Context: an optimization exercise on an open-source flow, tuned for small area. The choices shown serve that exercise and are no tape-out recipe.
Only simulation tests tie the RTL to the original design; equivalence was not proved.
Power figures rest on the tool's default switching activity, not on a simulated workload.

--- design/flow/config.mk ---
export PLATFORM = sky130hd
export DESIGN_NAME = CPU
export DESIGN_NICKNAME = CPU
export VERILOG_FILES = /design/flow/design.v
export SDC_FILE = /design/flow/constraint.sdc
export NUM_CORES = 4
export LEC_CHECK = 0
export CAP_MARGIN = 20
export CORE_MARGIN = 2
export CORE_UTILIZATION = 70
export SETUP_SLACK_MARGIN = 0.2
export SLEW_MARGIN = 20
--- design/flow/constraint.sdc ---
create_clock -name core_clock -period 15.0 [get_ports {clk}]
set_input_delay 3.0000 -clock core_clock [delete_from_list [all_inputs] [get_ports {clk}]]
set_output_delay 3.0000 -clock core_clock [all_outputs]
set_load 0.01 [all_outputs]
--- design/flow/design.v ---
module ALU (
    input [31:0] Ax,
    input [31:0] B,
    input [3:0] ALUControl,
    output [31:0] Result,
    output Zero
);
    wire add = (ALUControl == 4'd0);
    wire sub = (ALUControl == 4'd1);
    wire opand = (ALUControl == 4'd2);
    wire opor  = (ALUControl == 4'd3);
    wire opxor = (ALUControl == 4'd4);
    wire opnor = (ALUControl == 4'd5);
    wire f00 = sub | opnor;
    wire f01 = add | opxor | opor;
    wire f10 = add | opxor | opor;
    wire f11 = sub | opand | opor;
    wire m   = add | sub;
    wire mn  = ~m;
    wire [31:0] p;      
    wire [31:0] kx;     
    wire [32:0] cx;     
    assign cx[0] = sub;
    hc_mux4 pm0 (.A0(f10), .A1(f00), .A2(f11), .A3(f01), .S0(Ax[0]), .S1(B[0]), .X(p[0]));
    hc_nor2 kg0 (.A(Ax[0]), .B(mn), .Y(kx[0]));    
    hc_mux4 pm1 (.A0(f00), .A1(f10), .A2(f01), .A3(f11), .S0(Ax[1]), .S1(B[1]), .X(p[1]));
    hc_nand2 kg1 (.A(Ax[1]), .B(m), .Y(kx[1]));    
    hc_mux4 pm2 (.A0(f10), .A1(f00), .A2(f11), .A3(f01), .S0(Ax[2]), .S1(B[2]), .X(p[2]));
    hc_nor2 kg2 (.A(Ax[2]), .B(mn), .Y(kx[2]));    
    hc_mux4 pm3 (.A0(f00), .A1(f10), .A2(f01), .A3(f11), .S0(Ax[3]), .S1(B[3]), .X(p[3]));
    hc_nand2 kg3 (.A(Ax[3]), .B(m), .Y(kx[3]));    
    hc_mux4 pm4 (.A0(f10), .A1(f00), .A2(f11), .A3(f01), .S0(Ax[4]), .S1(B[4]), .X(p[4]));
    hc_nor2 kg4 (.A(Ax[4]), .B(mn), .Y(kx[4]));    
    hc_mux4 pm5 (.A0(f10), .A1(f00), .A2(f11), .A3(f01), .S0(Ax[5]), .S1(B[5]), .X(p[5]));
    hc_nor2 kg5 (.A(Ax[5]), .B(mn), .Y(kx[5]));    
    hc_mux4 pm6 (.A0(f00), .A1(f10), .A2(f01), .A3(f11), .S0(Ax[6]), .S1(B[6]), .X(p[6]));
    hc_nand2 kg6 (.A(Ax[6]), .B(m), .Y(kx[6]));    
    hc_mux4 pm7 (.A0(f00), .A1(f10), .A2(f01), .A3(f11), .S0(Ax[7]), .S1(B[7]), .X(p[7]));
    hc_nand2 kg7 (.A(Ax[7]), .B(m), .Y(kx[7]));    
    hc_mux4 pm8 (.A0(f00), .A1(f10), .A2(f01), .A3(f11), .S0(Ax[8]), .S1(B[8]), .X(p[8]));
    hc_nand2 kg8 (.A(Ax[8]), .B(m), .Y(kx[8]));    
    hc_mux4 pm9 (.A0(f00), .A1(f10), .A2(f01), .A3(f11), .S0(Ax[9]), .S1(B[9]), .X(p[9]));
    hc_nand2 kg9 (.A(Ax[9]), .B(m), .Y(kx[9]));    
    hc_mux4 pm10 (.A0(f10), .A1(f00), .A2(f11), .A3(f01), .S0(Ax[10]), .S1(B[10]), .X(p[10]));
    hc_nor2 kg10 (.A(Ax[10]), .B(mn), .Y(kx[10]));    
    hc_mux4 pm11 (.A0(f10), .A1(f00), .A2(f11), .A3(f01), .S0(Ax[11]), .S1(B[11]), .X(p[11]));
    hc_nor2 kg11 (.A(Ax[11]), .B(mn), .Y(kx[11]));    
    hc_mux4 pm12 (.A0(f10), .A1(f00), .A2(f11), .A3(f01), .S0(Ax[12]), .S1(B[12]), .X(p[12]));
    hc_nor2 kg12 (.A(Ax[12]), .B(mn), .Y(kx[12]));    
    hc_mux4 pm13 (.A0(f10), .A1(f00), .A2(f11), .A3(f01), .S0(Ax[13]), .S1(B[13]), .X(p[13]));
    hc_nor2 kg13 (.A(Ax[13]), .B(mn), .Y(kx[13]));    
    hc_mux4 pm14 (.A0(f00), .A1(f10), .A2(f01), .A3(f11), .S0(Ax[14]), .S1(B[14]), .X(p[14]));
    hc_nand2 kg14 (.A(Ax[14]), .B(m), .Y(kx[14]));    
    hc_mux4 pm15 (.A0(f00), .A1(f10), .A2(f01), .A3(f11), .S0(Ax[15]), .S1(B[15]), .X(p[15]));
    hc_nand2 kg15 (.A(Ax[15]), .B(m), .Y(kx[15]));    
    hc_mux4 pm16 (.A0(f00), .A1(f10), .A2(f01), .A3(f11), .S0(Ax[16]), .S1(B[16]), .X(p[16]));
    hc_nand2 kg16 (.A(Ax[16]), .B(m), .Y(kx[16]));    
    hc_mux4 pm17 (.A0(f00), .A1(f10), .A2(f01), .A3(f11), .S0(Ax[17]), .S1(B[17]), .X(p[17]));
    hc_nand2 kg17 (.A(Ax[17]), .B(m), .Y(kx[17]));    
    hc_mux4 pm18 (.A0(f10), .A1(f00), .A2(f11), .A3(f01), .S0(Ax[18]), .S1(B[18]), .X(p[18]));
    hc_nor2 kg18 (.A(Ax[18]), .B(mn), .Y(kx[18]));    
    hc_mux4 pm19 (.A0(f10), .A1(f00), .A2(f11), .A3(f01), .S0(Ax[19]), .S1(B[19]), .X(p[19]));
    hc_nor2 kg19 (.A(Ax[19]), .B(mn), .Y(kx[19]));    
    hc_mux4 pm20 (.A0(f10), .A1(f00), .A2(f11), .A3(f01), .S0(Ax[20]), .S1(B[20]), .X(p[20]));
    hc_nor2 kg20 (.A(Ax[20]), .B(mn), .Y(kx[20]));    
    hc_mux4 pm21 (.A0(f10), .A1(f00), .A2(f11), .A3(f01), .S0(Ax[21]), .S1(B[21]), .X(p[21]));
    hc_nor2 kg21 (.A(Ax[21]), .B(mn), .Y(kx[21]));    
    hc_mux4 pm22 (.A0(f00), .A1(f10), .A2(f01), .A3(f11), .S0(Ax[22]), .S1(B[22]), .X(p[22]));
    hc_nand2 kg22 (.A(Ax[22]), .B(m), .Y(kx[22]));    
    hc_mux4 pm23 (.A0(f00), .A1(f10), .A2(f01), .A3(f11), .S0(Ax[23]), .S1(B[23]), .X(p[23]));
    hc_nand2 kg23 (.A(Ax[23]), .B(m), .Y(kx[23]));    
    hc_mux4 pm24 (.A0(f00), .A1(f10), .A2(f01), .A3(f11), .S0(Ax[24]), .S1(B[24]), .X(p[24]));
    hc_nand2 kg24 (.A(Ax[24]), .B(m), .Y(kx[24]));    
    hc_mux4 pm25 (.A0(f10), .A1(f00), .A2(f11), .A3(f01), .S0(Ax[25]), .S1(B[25]), .X(p[25]));
    hc_nor2 kg25 (.A(Ax[25]), .B(mn), .Y(kx[25]));    
    hc_mux4 pm26 (.A0(f00), .A1(f10), .A2(f01), .A3(f11), .S0(Ax[26]), .S1(B[26]), .X(p[26]));
    hc_nand2 kg26 (.A(Ax[26]), .B(m), .Y(kx[26]));    
    hc_mux4 pm27 (.A0(f10), .A1(f00), .A2(f11), .A3(f01), .S0(Ax[27]), .S1(B[27]), .X(p[27]));
    hc_nor2 kg27 (.A(Ax[27]), .B(mn), .Y(kx[27]));    
    hc_mux4 pm28 (.A0(f00), .A1(f10), .A2(f01), .A3(f11), .S0(Ax[28]), .S1(B[28]), .X(p[28]));
    hc_nand2 kg28 (.A(Ax[28]), .B(m), .Y(kx[28]));    
    hc_mux4 pm29 (.A0(f10), .A1(f00), .A2(f11), .A3(f01), .S0(Ax[29]), .S1(B[29]), .X(p[29]));
    hc_nor2 kg29 (.A(Ax[29]), .B(mn), .Y(kx[29]));    
    hc_mux4 pm30 (.A0(f00), .A1(f10), .A2(f01), .A3(f11), .S0(Ax[30]), .S1(B[30]), .X(p[30]));
    hc_nand2 kg30 (.A(Ax[30]), .B(m), .Y(kx[30]));    
    hc_mux4 pm31 (.A0(f10), .A1(f00), .A2(f11), .A3(f01), .S0(Ax[31]), .S1(B[31]), .X(p[31]));
    assign kx[31] = 1'b0;   
    hc_mux2i cm0 (.A0(kx[0]), .A1(cx[0]), .S(p[0]), .Y(cx[1]));
    hc_mux2i cm1 (.A0(kx[1]), .A1(cx[1]), .S(p[1]), .Y(cx[2]));
    hc_mux2i cm2 (.A0(kx[2]), .A1(cx[2]), .S(p[2]), .Y(cx[3]));
    hc_mux2i cm3 (.A0(kx[3]), .A1(cx[3]), .S(p[3]), .Y(cx[4]));
    wire g2l_4, g2h_4, g4_4, ppnl_4, ppnh_4, ppn4_4;
    hc_mux2i cm4 (.A0(kx[4]), .A1(cx[4]), .S(p[4]), .Y(cx[5]));
    hc_mux2 gl4 (.A0(kx[5]), .A1(kx[4]), .S(p[5]), .X(g2l_4));
    hc_nand2 pl4 (.A(p[4]), .B(p[5]), .Y(ppnl_4));
    hc_mux2i sl4 (.A0(cx[4]), .A1(g2l_4), .S(ppnl_4), .Y(cx[6]));
    hc_mux2i cm6 (.A0(kx[6]), .A1(cx[6]), .S(p[6]), .Y(cx[7]));
    hc_mux2i gh4 (.A0(kx[7]), .A1(kx[6]), .S(p[7]), .Y(g2h_4));
    hc_nand2 ph4 (.A(p[6]), .B(p[7]), .Y(ppnh_4));
    hc_mux2 g4m4 (.A0(g2l_4), .A1(g2h_4), .S(ppnh_4), .X(g4_4));
    hc_nand4 p44 (.A(p[4]), .B(p[5]), .C(p[6]), .D(p[7]), .Y(ppn4_4));
    hc_mux2i sq4 (.A0(cx[4]), .A1(g4_4), .S(ppn4_4), .Y(cx[8]));
    wire g2l_8, g2h_8, g4_8, ppnl_8, ppnh_8, ppn4_8;
    hc_mux2i cm8 (.A0(kx[8]), .A1(cx[8]), .S(p[8]), .Y(cx[9]));
    hc_mux2 gl8 (.A0(kx[9]), .A1(kx[8]), .S(p[9]), .X(g2l_8));
    hc_nand2 pl8 (.A(p[8]), .B(p[9]), .Y(ppnl_8));
    hc_mux2i sl8 (.A0(cx[8]), .A1(g2l_8), .S(ppnl_8), .Y(cx[10]));
    hc_mux2i cm10 (.A0(kx[10]), .A1(cx[10]), .S(p[10]), .Y(cx[11]));
    hc_mux2i gh8 (.A0(kx[11]), .A1(kx[10]), .S(p[11]), .Y(g2h_8));
    hc_nand2 ph8 (.A(p[10]), .B(p[11]), .Y(ppnh_8));
    hc_mux2 g4m8 (.A0(g2l_8), .A1(g2h_8), .S(ppnh_8), .X(g4_8));
    hc_nand4 p48 (.A(p[8]), .B(p[9]), .C(p[10]), .D(p[11]), .Y(ppn4_8));
    hc_mux2i sq8 (.A0(cx[8]), .A1(g4_8), .S(ppn4_8), .Y(cx[12]));
    wire g2l_12, g2h_12, g4_12, ppnl_12, ppnh_12, ppn4_12;
    hc_mux2i cm12 (.A0(kx[12]), .A1(cx[12]), .S(p[12]), .Y(cx[13]));
    hc_mux2 gl12 (.A0(kx[13]), .A1(kx[12]), .S(p[13]), .X(g2l_12));
    hc_nand2 pl12 (.A(p[12]), .B(p[13]), .Y(ppnl_12));
    hc_mux2i sl12 (.A0(cx[12]), .A1(g2l_12), .S(ppnl_12), .Y(cx[14]));
    hc_mux2i cm14 (.A0(kx[14]), .A1(cx[14]), .S(p[14]), .Y(cx[15]));
    hc_mux2i gh12 (.A0(kx[15]), .A1(kx[14]), .S(p[15]), .Y(g2h_12));
    hc_nand2 ph12 (.A(p[14]), .B(p[15]), .Y(ppnh_12));
    hc_mux2 g4m12 (.A0(g2l_12), .A1(g2h_12), .S(ppnh_12), .X(g4_12));
    hc_nand4 p412 (.A(p[12]), .B(p[13]), .C(p[14]), .D(p[15]), .Y(ppn4_12));
    hc_mux2i sq12 (.A0(cx[12]), .A1(g4_12), .S(ppn4_12), .Y(cx[16]));
    wire g2l_16, g2h_16, g4_16, ppnl_16, ppnh_16, ppn4_16;
    hc_mux2i cm16 (.A0(kx[16]), .A1(cx[16]), .S(p[16]), .Y(cx[17]));
    hc_mux2 gl16 (.A0(kx[17]), .A1(kx[16]), .S(p[17]), .X(g2l_16));
    hc_nand2 pl16 (.A(p[16]), .B(p[17]), .Y(ppnl_16));
    hc_mux2i sl16 (.A0(cx[16]), .A1(g2l_16), .S(ppnl_16), .Y(cx[18]));
    hc_mux2i cm18 (.A0(kx[18]), .A1(cx[18]), .S(p[18]), .Y(cx[19]));
    hc_mux2i gh16 (.A0(kx[19]), .A1(kx[18]), .S(p[19]), .Y(g2h_16));
    hc_nand2 ph16 (.A(p[18]), .B(p[19]), .Y(ppnh_16));
    hc_mux2 g4m16 (.A0(g2l_16), .A1(g2h_16), .S(ppnh_16), .X(g4_16));
    hc_nand4 p416 (.A(p[16]), .B(p[17]), .C(p[18]), .D(p[19]), .Y(ppn4_16));
    hc_mux2i sq16 (.A0(cx[16]), .A1(g4_16), .S(ppn4_16), .Y(cx[20]));
    wire g2l_20, g2h_20, g4_20, ppnl_20, ppnh_20, ppn4_20;
    hc_mux2i cm20 (.A0(kx[20]), .A1(cx[20]), .S(p[20]), .Y(cx[21]));
    hc_mux2 gl20 (.A0(kx[21]), .A1(kx[20]), .S(p[21]), .X(g2l_20));
    hc_nand2 pl20 (.A(p[20]), .B(p[21]), .Y(ppnl_20));
    hc_mux2i sl20 (.A0(cx[20]), .A1(g2l_20), .S(ppnl_20), .Y(cx[22]));
    hc_mux2i cm22 (.A0(kx[22]), .A1(cx[22]), .S(p[22]), .Y(cx[23]));
    hc_mux2i gh20 (.A0(kx[23]), .A1(kx[22]), .S(p[23]), .Y(g2h_20));
    hc_nand2 ph20 (.A(p[22]), .B(p[23]), .Y(ppnh_20));
    hc_mux2 g4m20 (.A0(g2l_20), .A1(g2h_20), .S(ppnh_20), .X(g4_20));
    hc_nand4 p420 (.A(p[20]), .B(p[21]), .C(p[22]), .D(p[23]), .Y(ppn4_20));
    hc_mux2i sq20 (.A0(cx[20]), .A1(g4_20), .S(ppn4_20), .Y(cx[24]));
    hc_mux2i cm24 (.A0(kx[24]), .A1(cx[24]), .S(p[24]), .Y(cx[25]));
    hc_mux2i cm25 (.A0(kx[25]), .A1(cx[25]), .S(p[25]), .Y(cx[26]));
    hc_mux2i cm26 (.A0(kx[26]), .A1(cx[26]), .S(p[26]), .Y(cx[27]));
    hc_mux2i cm27 (.A0(kx[27]), .A1(cx[27]), .S(p[27]), .Y(cx[28]));
    hc_mux2i cm28 (.A0(kx[28]), .A1(cx[28]), .S(p[28]), .Y(cx[29]));
    hc_mux2i cm29 (.A0(kx[29]), .A1(cx[29]), .S(p[29]), .Y(cx[30]));
    hc_mux2i cm30 (.A0(kx[30]), .A1(cx[30]), .S(p[30]), .Y(cx[31]));
    assign cx[32] = 1'b0;   
    hc_xor2 sx0 (.A(p[0]), .B(cx[0]), .X(Result[0]));
    hc_xnor2 sx1 (.A(p[1]), .B(cx[1]), .Y(Result[1]));
    hc_xor2 sx2 (.A(p[2]), .B(cx[2]), .X(Result[2]));
    hc_xnor2 sx3 (.A(p[3]), .B(cx[3]), .Y(Result[3]));
    hc_xor2 sx4 (.A(p[4]), .B(cx[4]), .X(Result[4]));
    hc_xnor2 sx5 (.A(p[5]), .B(cx[5]), .Y(Result[5]));
    hc_xnor2 sx6 (.A(p[6]), .B(cx[6]), .Y(Result[6]));
    hc_xor2 sx7 (.A(p[7]), .B(cx[7]), .X(Result[7]));
    hc_xnor2 sx8 (.A(p[8]), .B(cx[8]), .Y(Result[8]));
    hc_xor2 sx9 (.A(p[9]), .B(cx[9]), .X(Result[9]));
    hc_xor2 sx10 (.A(p[10]), .B(cx[10]), .X(Result[10]));
    hc_xnor2 sx11 (.A(p[11]), .B(cx[11]), .Y(Result[11]));
    hc_xor2 sx12 (.A(p[12]), .B(cx[12]), .X(Result[12]));
    hc_xnor2 sx13 (.A(p[13]), .B(cx[13]), .Y(Result[13]));
    hc_xnor2 sx14 (.A(p[14]), .B(cx[14]), .Y(Result[14]));
    hc_xor2 sx15 (.A(p[15]), .B(cx[15]), .X(Result[15]));
    hc_xnor2 sx16 (.A(p[16]), .B(cx[16]), .Y(Result[16]));
    hc_xor2 sx17 (.A(p[17]), .B(cx[17]), .X(Result[17]));
    hc_xor2 sx18 (.A(p[18]), .B(cx[18]), .X(Result[18]));
    hc_xnor2 sx19 (.A(p[19]), .B(cx[19]), .Y(Result[19]));
    hc_xor2 sx20 (.A(p[20]), .B(cx[20]), .X(Result[20]));
    hc_xnor2 sx21 (.A(p[21]), .B(cx[21]), .Y(Result[21]));
    hc_xnor2 sx22 (.A(p[22]), .B(cx[22]), .Y(Result[22]));
    hc_xor2 sx23 (.A(p[23]), .B(cx[23]), .X(Result[23]));
    hc_xnor2 sx24 (.A(p[24]), .B(cx[24]), .Y(Result[24]));
    hc_xor2 sx25 (.A(p[25]), .B(cx[25]), .X(Result[25]));
    hc_xnor2 sx26 (.A(p[26]), .B(cx[26]), .Y(Result[26]));
    hc_xor2 sx27 (.A(p[27]), .B(cx[27]), .X(Result[27]));
    hc_xnor2 sx28 (.A(p[28]), .B(cx[28]), .Y(Result[28]));
    hc_xor2 sx29 (.A(p[29]), .B(cx[29]), .X(Result[29]));
    hc_xnor2 sx30 (.A(p[30]), .B(cx[30]), .Y(Result[30]));
    hc_xor2 sx31 (.A(p[31]), .B(cx[31]), .X(Result[31]));
    wire [7:0] z4;
    wire [1:0] z16n;
    hc_nor4 zq0 (.A(Result[0]), .B(Result[1]), .C(Result[2]), .D(Result[3]), .Y(z4[0]));
    hc_nor4 zq1 (.A(Result[4]), .B(Result[5]), .C(Result[6]), .D(Result[7]), .Y(z4[1]));
    hc_nor4 zq2 (.A(Result[8]), .B(Result[9]), .C(Result[10]), .D(Result[11]), .Y(z4[2]));
    hc_nor4 zq3 (.A(Result[12]), .B(Result[13]), .C(Result[14]), .D(Result[15]), .Y(z4[3]));
    hc_nor4 zq4 (.A(Result[16]), .B(Result[17]), .C(Result[18]), .D(Result[19]), .Y(z4[4]));
    hc_nor4 zq5 (.A(Result[20]), .B(Result[21]), .C(Result[22]), .D(Result[23]), .Y(z4[5]));
    hc_nor4 zq6 (.A(Result[24]), .B(Result[25]), .C(Result[26]), .D(Result[27]), .Y(z4[6]));
    hc_nor3 zq7 (.A(Result[28]), .B(Result[29]), .C(Result[30]), .Y(z4[7]));
    hc_nand4 zh0 (.A(z4[0]), .B(z4[1]), .C(z4[2]), .D(z4[3]), .Y(z16n[0]));
    hc_nand4 zh1 (.A(z4[4]), .B(z4[5]), .C(z4[6]), .D(z4[7]), .Y(z16n[1]));
    hc_nor3  zf  (.A(z16n[0]), .B(z16n[1]), .C(Result[31]), .Y(Zero));
endmodule
module RegisterFile (
    input clk,
    input reset,
    input [3:0] readReg1,
    input [3:0] readReg2,
    input [3:0] writeReg,
    input [31:0] writeData,
    input writeEnable,
    output [31:0] readData1x,
    output [31:0] readData2
);
    reg         ready;
    wire [15:0] we;      
    wire [15:0] hold;    
    wire [511:0] regs;
    wire [3:0] wlo = {4{writeEnable}} & (4'b1 << writeReg[1:0]);
    wire [3:0] whi = 4'b1 << writeReg[3:2];
    wire [3:0] r1lo = {4{ready}} & (4'b1 << readReg1[1:0]);
    wire [3:0] r1hi = 4'b1 << readReg1[3:2];
    wire [3:0] r2lo = {4{ready}} & (4'b1 << readReg2[1:0]);
    wire [3:0] r2hi = 4'b1 << readReg2[3:2];
    wire [15:0] sel1;
    wire [15:0] sel2;
    genvar g, b;
    generate
        for (g = 0; g < 16; g = g + 1) begin : row
            reg  [31:0] q;
            wire [31:0] d;
            hc_and2_4  wdec (.A(wlo[g % 4]), .B(whi[g / 4]), .X(we[g]));
            hc_and2b_4 hdec (.A_N(we[g]), .B(ready), .X(hold[g]));
            hc_and2_4  s1dec (.A(r1lo[g % 4]), .B(r1hi[g / 4]), .X(sel1[g]));
            hc_and2_4  s2dec (.A(r2lo[g % 4]), .B(r2hi[g / 4]), .X(sel2[g]));
            for (b = 0; b < 32; b = b + 1) begin : bt
                hc_a22o upd (.A1(q[b]), .A2(hold[g]), .B1(writeData[b]), .B2(we[g]), .X(d[b]));
            end
            always @(posedge clk)
                q <= d;
            assign regs[32*g +: 32] = q;
        end
    endgenerate
    always @(posedge clk or posedge reset) begin
        if (reset)
            ready <= 1'b0;
        else
            ready <= 1'b1;
    end
    localparam [31:0] AINV = 32'haa3c3c35;
    generate
        for (b = 0; b < 32; b = b + 1) begin : rbit
            wire [15:0] col;   
            for (g = 0; g < 16; g = g + 1) begin : c
                assign col[g] = regs[32*g + b];
            end
            RegRead #(.INV(AINV[b])) rd1 (.sel(sel1), .d(col), .y(readData1x[b]));
            RegRead #(.INV(0))          rd2 (.sel(sel2), .d(col), .y(readData2[b]));
        end
    endgenerate
endmodule
module RegRead #(parameter INV = 0) (
    input [15:0] sel,
    input [15:0] d,
    output y
);
    genvar i;
    wire [4:0] t;
    generate
        for (i = 0; i < 5; i = i + 1) begin : grp
            hc_a222oi g (.A1(sel[3*i]), .A2(d[3*i]), .B1(sel[3*i+1]), .B2(d[3*i+1]),
                         .C1(sel[3*i+2]), .C2(d[3*i+2]), .Y(t[i]));
        end
        if (INV) begin : inv
            wire u0, u1;
            hc_nand3 n0 (.A(t[0]), .B(t[1]), .C(t[2]), .Y(u0));
            hc_nand2 n1 (.A(t[3]), .B(t[4]), .Y(u1));
            hc_a211oi o (.A1(sel[15]), .A2(d[15]), .B1(u0), .C1(u1), .Y(y));
        end else begin : tru
            wire v0, t5;
            hc_and3  a0 (.A(t[0]), .B(t[1]), .C(t[2]), .X(v0));
            hc_nand2 n5 (.A(sel[15]), .B(d[15]), .Y(t5));
            hc_nand4 o  (.A(v0), .B(t[3]), .C(t[4]), .D(t5), .Y(y));
        end
    endgenerate
endmodule
module CPU (
    input clk,
    input reset,
    input [3:0] ALUControl,
    input [3:0] readReg1,
    input [3:0] readReg2,
    input [3:0] writeReg,
    input [31:0] writeData,
    input writeEnable,
    output [31:0] ALUResult,
    output Zero
);
    wire [31:0] readData1x;   
    wire [31:0] readData2;    
    RegisterFile regFile (
        .clk(clk),
        .reset(reset),
        .readReg1(readReg1),
        .readReg2(readReg2),
        .writeReg(writeReg),
        .writeData(writeData),
        .writeEnable(writeEnable),
        .readData1x(readData1x),
        .readData2(readData2)
    );
    ALU alu (
        .Ax(readData1x),
        .B(readData2),
        .ALUControl(ALUControl),
        .Result(ALUResult),
        .Zero(Zero)
    );
endmodule
module hc_a22o (input A1, input A2, input B1, input B2, output X);
    assign X = (A1 & A2) | (B1 & B2);
endmodule
module hc_a222oi (input A1, input A2, input B1, input B2, input C1, input C2, output Y);
    assign Y = ~((A1 & A2) | (B1 & B2) | (C1 & C2));
endmodule
module hc_a211oi (input A1, input A2, input B1, input C1, output Y);
    assign Y = ~((A1 & A2) | B1 | C1);
endmodule
module hc_and2_4 (input A, input B, output X);
    assign X = A & B;
endmodule
module hc_and3_4 (input A, input B, input C, output X);
    assign X = A & B & C;
endmodule
module hc_and2b_4 (input A_N, input B, output X);
    assign X = ~A_N & B;
endmodule
module hc_and3 (input A, input B, input C, output X);
    assign X = A & B & C;
endmodule
module hc_nand2 (input A, input B, output Y);
    assign Y = ~(A & B);
endmodule
module hc_nand3 (input A, input B, input C, output Y);
    assign Y = ~(A & B & C);
endmodule
module hc_nand4 (input A, input B, input C, input D, output Y);
    assign Y = ~(A & B & C & D);
endmodule
module hc_nor2 (input A, input B, output Y);
    assign Y = ~(A | B);
endmodule
module hc_nor3 (input A, input B, input C, output Y);
    assign Y = ~(A | B | C);
endmodule
module hc_nor4 (input A, input B, input C, input D, output Y);
    assign Y = ~(A | B | C | D);
endmodule
module hc_xor2 (input A, input B, output X);
    assign X = A ^ B;
endmodule
module hc_xnor2 (input A, input B, output Y);
    assign Y = ~(A ^ B);
endmodule
module hc_mux2i (input A0, input A1, input S, output Y);
    assign Y = ~(S ? A1 : A0);
endmodule
module hc_mux2 (input A0, input A1, input S, output X);
    assign X = S ? A1 : A0;
endmodule
module hc_mux4 (input A0, input A1, input A2, input A3, input S0, input S1, output X);
    assign X = S1 ? (S0 ? A3 : A2) : (S0 ? A1 : A0);
endmodule
--- design/flow/flow/run.sh ---
#!/bin/bash
# Layout flow: ORFS's synthesis with one added step, then the standard ORFS
# flow from floorplan to finish.
#
# The added step maps the design's hc_* gate modules (plain-logic modules in
# the RTL) straight to the library gates of the same function (flow/cellmap.v)
# before Yosys flattens the design, so ABC only maps the remaining logic.
# Registers are inferred and mapped exactly as in the standard synthesis.
# Port buffers are the smallest buffer.
# Each tool's output goes to a log file of its own in this folder.
set -euo pipefail
W=$PWD
mkdir -p $W/mysynth

# clock tree: 8x clock buffers in clusters of at most 16 flip-flops, no dummy loads
CTS_ARGS="-sink_clustering_enable -repair_clock_nets -buf_list sky130_fd_sc_hd__clkbuf_8"
CTS_ARGS="$CTS_ARGS -sink_clustering_size 16 -sink_clustering_max_diameter 50 -dont_use_dummy_load"

# standard synthesis, for reference (register names and cells)
make -C $FLOW_HOME DESIGN_CONFIG=$FLOW_CONFIG WORK_HOME=$W/orfs_std CLKGATE_MAP_FILE= \
  SYNTH_SCRIPT=$W/synth_recipe.tcl synth > $W/std_synth.log 2>&1 || true

# ORFS synth.tcl with the cell-mapping step after the first hierarchy command
sed "/^hierarchy -check -top/a techmap -map $W/flow/cellmap.v" \
  $FLOW_HOME/scripts/synth.tcl > $W/mysynth/synth.tcl
grep -q "cellmap.v" $W/mysynth/synth.tcl
sed "s#source \$::env(SCRIPTS_DIR)/synth.tcl#source $W/mysynth/synth.tcl#" \
  $W/synth_recipe.tcl > $W/mysynth/synth_recipe.tcl
grep -q "mysynth/synth.tcl" $W/mysynth/synth_recipe.tcl

make -C $FLOW_HOME DESIGN_CONFIG=$FLOW_CONFIG WORK_HOME=$W/orfs CLKGATE_MAP_FILE= \
  SYNTH_SCRIPT=$W/mysynth/synth_recipe.tcl synth > $W/my_synth.log 2>&1

# compare the registers with the standard synthesis
python3 $W/flow/regs.py $W/orfs_std/results/$FLOW_PLATFORM/CPU/base/1_2_yosys.v \
  $W/orfs/results/$FLOW_PLATFORM/CPU/base/1_2_yosys.v > $W/regs_compare.log 2>&1 || true
[ -n "${FT_SYNTH_ONLY:-}" ] && exit 0

make -C $FLOW_HOME DESIGN_CONFIG=$FLOW_CONFIG WORK_HOME=$W/orfs CLKGATE_MAP_FILE= \
  SYNTH_SCRIPT=$W/mysynth/synth_recipe.tcl \
  BUFFER_PORTS_ARGS="-buffer_cell sky130_fd_sc_hd__buf_1" \
  CTS_ARGS="$CTS_ARGS" ${FT_TARGET:-finish} > $W/orfs_flow.log 2>&1
[ -n "${FT_TARGET:-}" ] && exit 0

: # left out here: write the final layout as DEF
  $FLOW_OUT/final.def > $W/mysynth/write_def.tcl
openroad -no_init -exit $W/mysynth/write_def.tcl > $W/write_def.log 2>&1
--- design/flow/flow/cellmap.v ---
// Maps the design's hc_* gate modules to the library gates of the same function.
module hc_a22o (input A1, input A2, input B1, input B2, output X);
    sky130_fd_sc_hd__a22o_1 _TECHMAP_REPLACE_ (.A1(A1), .A2(A2), .B1(B1), .B2(B2), .X(X));
endmodule

module hc_a222oi (input A1, input A2, input B1, input B2, input C1, input C2, output Y);
    sky130_fd_sc_hd__a222oi_1 _TECHMAP_REPLACE_ (.A1(A1), .A2(A2), .B1(B1), .B2(B2), .C1(C1), .C2(C2), .Y(Y));
endmodule

module hc_a211oi (input A1, input A2, input B1, input C1, output Y);
    sky130_fd_sc_hd__a211oi_1 _TECHMAP_REPLACE_ (.A1(A1), .A2(A2), .B1(B1), .C1(C1), .Y(Y));
endmodule

module hc_and3 (input A, input B, input C, output X);
    sky130_fd_sc_hd__and3_1 _TECHMAP_REPLACE_ (.A(A), .B(B), .C(C), .X(X));
endmodule

module hc_nand2 (input A, input B, output Y);
    sky130_fd_sc_hd__nand2_1 _TECHMAP_REPLACE_ (.A(A), .B(B), .Y(Y));
endmodule

module hc_nand3 (input A, input B, input C, output Y);
    sky130_fd_sc_hd__nand3_1 _TECHMAP_REPLACE_ (.A(A), .B(B), .C(C), .Y(Y));
endmodule

module hc_nand4 (input A, input B, input C, input D, output Y);
    sky130_fd_sc_hd__nand4_1 _TECHMAP_REPLACE_ (.A(A), .B(B), .C(C), .D(D), .Y(Y));
endmodule

module hc_nor2 (input A, input B, output Y);
    sky130_fd_sc_hd__nor2_1 _TECHMAP_REPLACE_ (.A(A), .B(B), .Y(Y));
endmodule

module hc_nor4 (input A, input B, input C, input D, output Y);
    sky130_fd_sc_hd__nor4_1 _TECHMAP_REPLACE_ (.A(A), .B(B), .C(C), .D(D), .Y(Y));
endmodule

module hc_xor2 (input A, input B, output X);
    sky130_fd_sc_hd__xor2_1 _TECHMAP_REPLACE_ (.A(A), .B(B), .X(X));
endmodule

module hc_xnor2 (input A, input B, output Y);
    sky130_fd_sc_hd__xnor2_1 _TECHMAP_REPLACE_ (.A(A), .B(B), .Y(Y));
endmodule

module hc_mux2i (input A0, input A1, input S, output Y);
    sky130_fd_sc_hd__mux2i_1 _TECHMAP_REPLACE_ (.A0(A0), .A1(A1), .S(S), .Y(Y));
endmodule

module hc_mux4 (input A0, input A1, input A2, input A3, input S0, input S1, output X);
    sky130_fd_sc_hd__mux4_2 _TECHMAP_REPLACE_ (.A0(A0), .A1(A1), .A2(A2), .A3(A3), .S0(S0), .S1(S1), .X(X));
endmodule

module hc_mux2 (input A0, input A1, input S, output X);
    sky130_fd_sc_hd__mux2_1 _TECHMAP_REPLACE_ (.A0(A0), .A1(A1), .S(S), .X(X));
endmodule

module hc_and2_4 (input A, input B, output X);
    sky130_fd_sc_hd__and2_4 _TECHMAP_REPLACE_ (.A(A), .B(B), .X(X));
endmodule

module hc_and3_4 (input A, input B, input C, output X);
    sky130_fd_sc_hd__and3_4 _TECHMAP_REPLACE_ (.A(A), .B(B), .C(C), .X(X));
endmodule

module hc_nor3 (input A, input B, input C, output Y);
    sky130_fd_sc_hd__nor3_1 _TECHMAP_REPLACE_ (.A(A), .B(B), .C(C), .Y(Y));
endmodule

module hc_and2b_4 (input A_N, input B, output X);
    sky130_fd_sc_hd__and2b_4 _TECHMAP_REPLACE_ (.A_N(A_N), .B(B), .X(X));
endmodule
--- design/flow/flow/regs.py ---
# regs.py STD.v MINE.v: compare flip-flop instances (name -> cell) of two netlists.
import re, sys
def regs(path):
    r = {}
    for m in re.finditer(r'^\s*(sky130_fd_sc_hd__(?:df|edf|sdf|dl)\w*)\s+(\S+)\s*\(', open(path).read(), re.M):
        r[m.group(2)] = re.sub(r'_\d+$', '', m.group(1))
    return r
a, b = regs(sys.argv[1]), regs(sys.argv[2])
print("standard:", len(a), "mine:", len(b))
bad = 0
for k in sorted(set(a) | set(b)):
    if a.get(k) != b.get(k):
        bad += 1
        if bad <= 20: print("DIFF", k, a.get(k), b.get(k))
print("differences:", bad)
sys.exit(1 if bad else 0)
--- design/flow/standard.sh ---
#!/bin/bash
# synth_recipe.tcl (not shown) runs the flow's synth.tcl, then flattens the netlist and writes it again
# the make line also repeats each setting of config.mk as NAME=value (left out here)
make -C /OpenROAD-flow-scripts/flow DESIGN_CONFIG=/design/flow/config.mk WORK_HOME=/design/flow/orfs CLKGATE_MAP_FILE= SYNTH_SCRIPT=/design/flow/synth_recipe.tcl "${@:-finish}"
==> run notes <==
Run status:
- The run finished with no timing, DRC or antenna violations.

STA:
- The ratio of final minimum period to clock period is 0.9017.
- Summed over all failing endpoints, the final setup total negative slack is 0 ns.
- On the final layout, the worst hold slack is 0.5137 ns.
- The final count of hold timing violations came to 0.
- The setup violation total in the final timing report is 0.
- The final worst clock skew is 0.03764 ns.
- For the pin with the worst max-slew slack, the measured transition is 1.043 ns.
- After layout, the worst setup slack is 1.475 ns.
- The relative slew slack is 0.3049.
- The routed design could run at a clock period as short as 13.53 ns.
- The max-slew violation count was 0.
- Setup repair after global routing left no endpoint under its margin.
- Based on the critical path, the design can be clocked at up to 0.07393 GHz.

Finish:
- The final-stage net count is 1,992.
- The final antenna diode count is 0.
- At the end of the flow the core is filled with cells to 0.7561.
- With fillers left out, the area of the finished cells amounts to 0.02301 mm^2.
- The share of post-route cells with drive strength above 1 is 0.07736.
- The layout overhead on the synthesized area is 6.869%.
- The filler cells instantiated in the layout total 2,144.
- The final non-filler cell total is 2,335.

Synthesis:
- Of the post-synthesis cell area, the dominant cell type holds 0.4761.
- The number of nets in the synthesized netlist is 1,857.
- The synthesized area per cell is 11.92 um^2.
- The synthesized design contains 0 enable-type register cells.
- The biggest area consumer among synthesized cells is dfxtp_1.
- Among all flip-flop cells after synthesis, the most frequent one is dfxtp_1.
- The number of standard cells after synthesis is 1,806.
- The cell area after synthesis is 0.02153 mm^2.
- The yosys synthesis warning count is 1.
- The unique cell type count in the Yosys netlist is 30.
- By area the synthesized netlist is led by dfxtp_1, a22o_1, a222oi_1, mux4_2, and2_4.
- The sequential-to-total area share from yosys stat is 0.4772.
- The number of register bits inferred by synthesis is 513.
- The post-synthesis async set-or-reset flop share is 0.001949.
- After synthesis, the most frequently instantiated cells are a22o_1, dfxtp_1, a222oi_1.

Clock tree:
- The clock transition time at the flip-flop clock pins of the worst setup and hold paths is 0.07 ns.
- The number of buffers inserted for hold repair after clock tree synthesis is 0.
- After clock tree synthesis, the setup repair step added 0 buffers.
- The number of clock buffers added by TritonCTS is 43.
- Once the clock tree was built, the resizer swapped 0 gates to a different size.
- The maximum number of buffers from clock root to sink is 3.
- The cell sitting at the root of the clock tree is a clkbuf_8.
- The clock net in this run drives a total of 513 sinks.
- The clock latency reported for the late side of the worst-skew pair is 0.60 ns.
- The level count of the clock H-tree is 2.
- The CTS tree is yes.

Die:
- The die is 179.4 um tall.
- In this run the count of I/O pins placed on the die edge is 84.
- The core area is 0.03043 mm^2.
- The die width is 179.4 um.
- The die covers 0.03218 mm^2.
- The initialized floorplan defines 64 standard-cell rows.
- The initial cell density of the core is 0.7075.

Placed design:
- The weighted congestion at the end of routability-driven global placement is 0.9719.
- In this run the cell area measured after placement is 0.02242 mm^2.
- The quantity of I/O buffers inserted on ports is 83.
- Once detailed placement completed, the half-perimeter wirelength came to 45.76 mm.
- The number of cells in the design after placement is 2,292.
- Timing analysis after detailed placement gives a worst setup slack of 1.774 ns.

Worst setup path:
- The kind of launch point of the worst setup path is an input pin.
- The critical path is of the input pin to output port type.
- Setup slack on the worst reg-to-reg path comes out at 12.89 ns.
- The endpoint type of the worst setup path is an output port.
- For the worst setup path, the data required time is 12.00 ns.
- STA puts the critical path data arrival time at 10.53 ns.
- Of all nets on the critical path, the largest fanout is 32.

Pwr:
- Dividing total power by cell area gives a power density of 100.6 mW/mm^2.
- The total power of the final layout is 2.315 mW.
- The static power due to leakage is 8.043 nW.
- Across the VDD grid, the largest voltage drop is 0.09274 mV.

Worst hold path:
- The path category of the worst min-delay check is flop to flop.

Global routing:
- The number of global-route vias before repair is 20,390.
- The maximum number of pins on one net before global-route repair is 63.
- Summed over all layers, the global routing overflow is 0.
- The total track usage is 0.5046.
- The first global-routing pass estimated 121.8 mm of wire.
- The initial antenna violation count is 0.

Detailed routing:
- After detailed routing, the number of vias per cell comes to 9.125.
- The detailed-router iteration count before antenna repair is 15.
- The total wire length is 83.80 mm.
- The number of routed nets with antenna violations is 0.
- The final route contains 21,310 vias.
- The number of DRC markers in iteration 0 is 5,828.
- The wire length per cell after detailed routing is 35.89 um.
- In the routed design, unresolved DRC markers number 0.

Flow run:
- The count of maximum capacitance violations is 0.
path summary, 6_finish.rpt:
kind	start	to	cells after the start
max	readReg1[1]	Zero	27
min	regFile.row[14].q[17]$_DFF_P_	regFile.row[14].q[17]$_DFF_P_	1
max reg2reg	regFile.ready$_DFF_PP0_	regFile.row[11].q[13]$_DFF_P_	2
min reg2reg	regFile.row[14].q[17]$_DFF_P_	regFile.row[14].q[17]$_DFF_P_	1
max in group asynchronous	reset	regFile.ready$_DFF_PP0_	2
min in group asynchronous	reset	regFile.ready$_DFF_PP0_	2
cells by family (layout without fill, tap and decap cells):
group | count (synthesis) | in the layout | share of synthesized area
AO/OA/AOI/OAI | 849 | 849 | 0.3629
AND/OR/NAND/NOR | 331 | 331 | 0.09089
XOR/XNOR | 32 | 32 | 0.01302
multiplexers | 78 | 78 | 0.05544
other | 1 | 1 | 0.0001742
flip-flops | 513 | 513 | 0.4772
buffers and inverters | 2 | 135 | 0.0003488
power breakdown:
part	switching (mW)	internal (mW)	leakage (nW)	total, mW
logic	0.143	0.0534	3.58	0.196
registers	0.0277	1.39	4.16	1.42
clock network	0.443	0.257	0.309	0.699
total	0.613	1.70	8.04	2.32
layer usage:
metal	share of wire	up-vias	global-route usage
li1	-	8414	-
met1	0.34	9944	0.6307
met2	0.40	2357	0.7104
met3	0.18	589	0.2072
met4	0.078	4	0.3387
met5	0.0012	-	0.02623
state kept, by name (all words and copies together), names as in the netlist:
register / cells
regFile.ready: 1
regFile.row.q: 512
placed cells by master (no fill, tap or decap), drive strengths merged, types with 32 or more instances in the layout:
master,n
a22o,512
dfxtp,512
a222oi,320
nand2,94
buf,90
nand4,55
and3,51
and2,51
clkbuf,43
mux2i,36
mux4,32
layout make-up:
| type | count | area [um^2] | area share |
|---|---|---|---|
| multi-input combinational | 1291 | 11270 | 0.4900 |
| sequential | 513 | 10270 | 0.4466 |
| timing repair buffer | 90 | 364.1 | 0.01582 |
| clock buffer | 43 | 591.8 | 0.02572 |
| tap | 396 | 495.5 | 0.02153 |
| inverter | 2 | 7.507 | 0.0003263 |
worst max-delay path: stages:
cell and delay [ns]:
buf_1 0.14, and3b_1 0.25, and2_4 0.35, a222oi_1 0.43, nand2_1 0.10, a211oi_1 0.36, mux4_2 0.59, mux2i_1 0.30
mux2i_1 0.18, mux2i_1 0.24, mux2i_1 0.19, mux2i_1 0.38, mux2i_1 0.34, mux2i_1 0.54, mux2i_1 0.30, mux2i_1 0.49
mux2i_1 0.22, mux2i_1 0.26, mux2i_1 0.15, mux2i_1 0.26, mux2i_1 0.17, mux2i_1 0.25, xnor2_1 0.12, nor3_1 0.14
nand4_1 0.11, nor3_1 0.44, buf_1 0.20

separate check: timing with driven ports:
No port has a modelled driver above. Below, the same layout with a new extraction and two added sets of constraints.
Step 1, drivers: a clkbuf_16 drives clk and a buf_2 each remaining input, both assumed.
Step 2, shift: input delay + t, output delay - t, t = (earliest + latest rising clock arrival at the registers) / 2. This alone moves slack from input paths to output paths.
Slacks: ideal ports / drivers / drivers and shift; pairs: ideal ports / drivers.
t (ns): 0.634
setup slack, ns: 1.475 / 1.441 / 1.441
hold slack, ns: 0.514 / 0.514 / 0.514
worst data-port slew with drivers (ns): 0.11
After both steps setup and hold are still met in this run. The setup slack of this run moves by -0.034 ns with the drivers and by -0.034 ns with both steps.
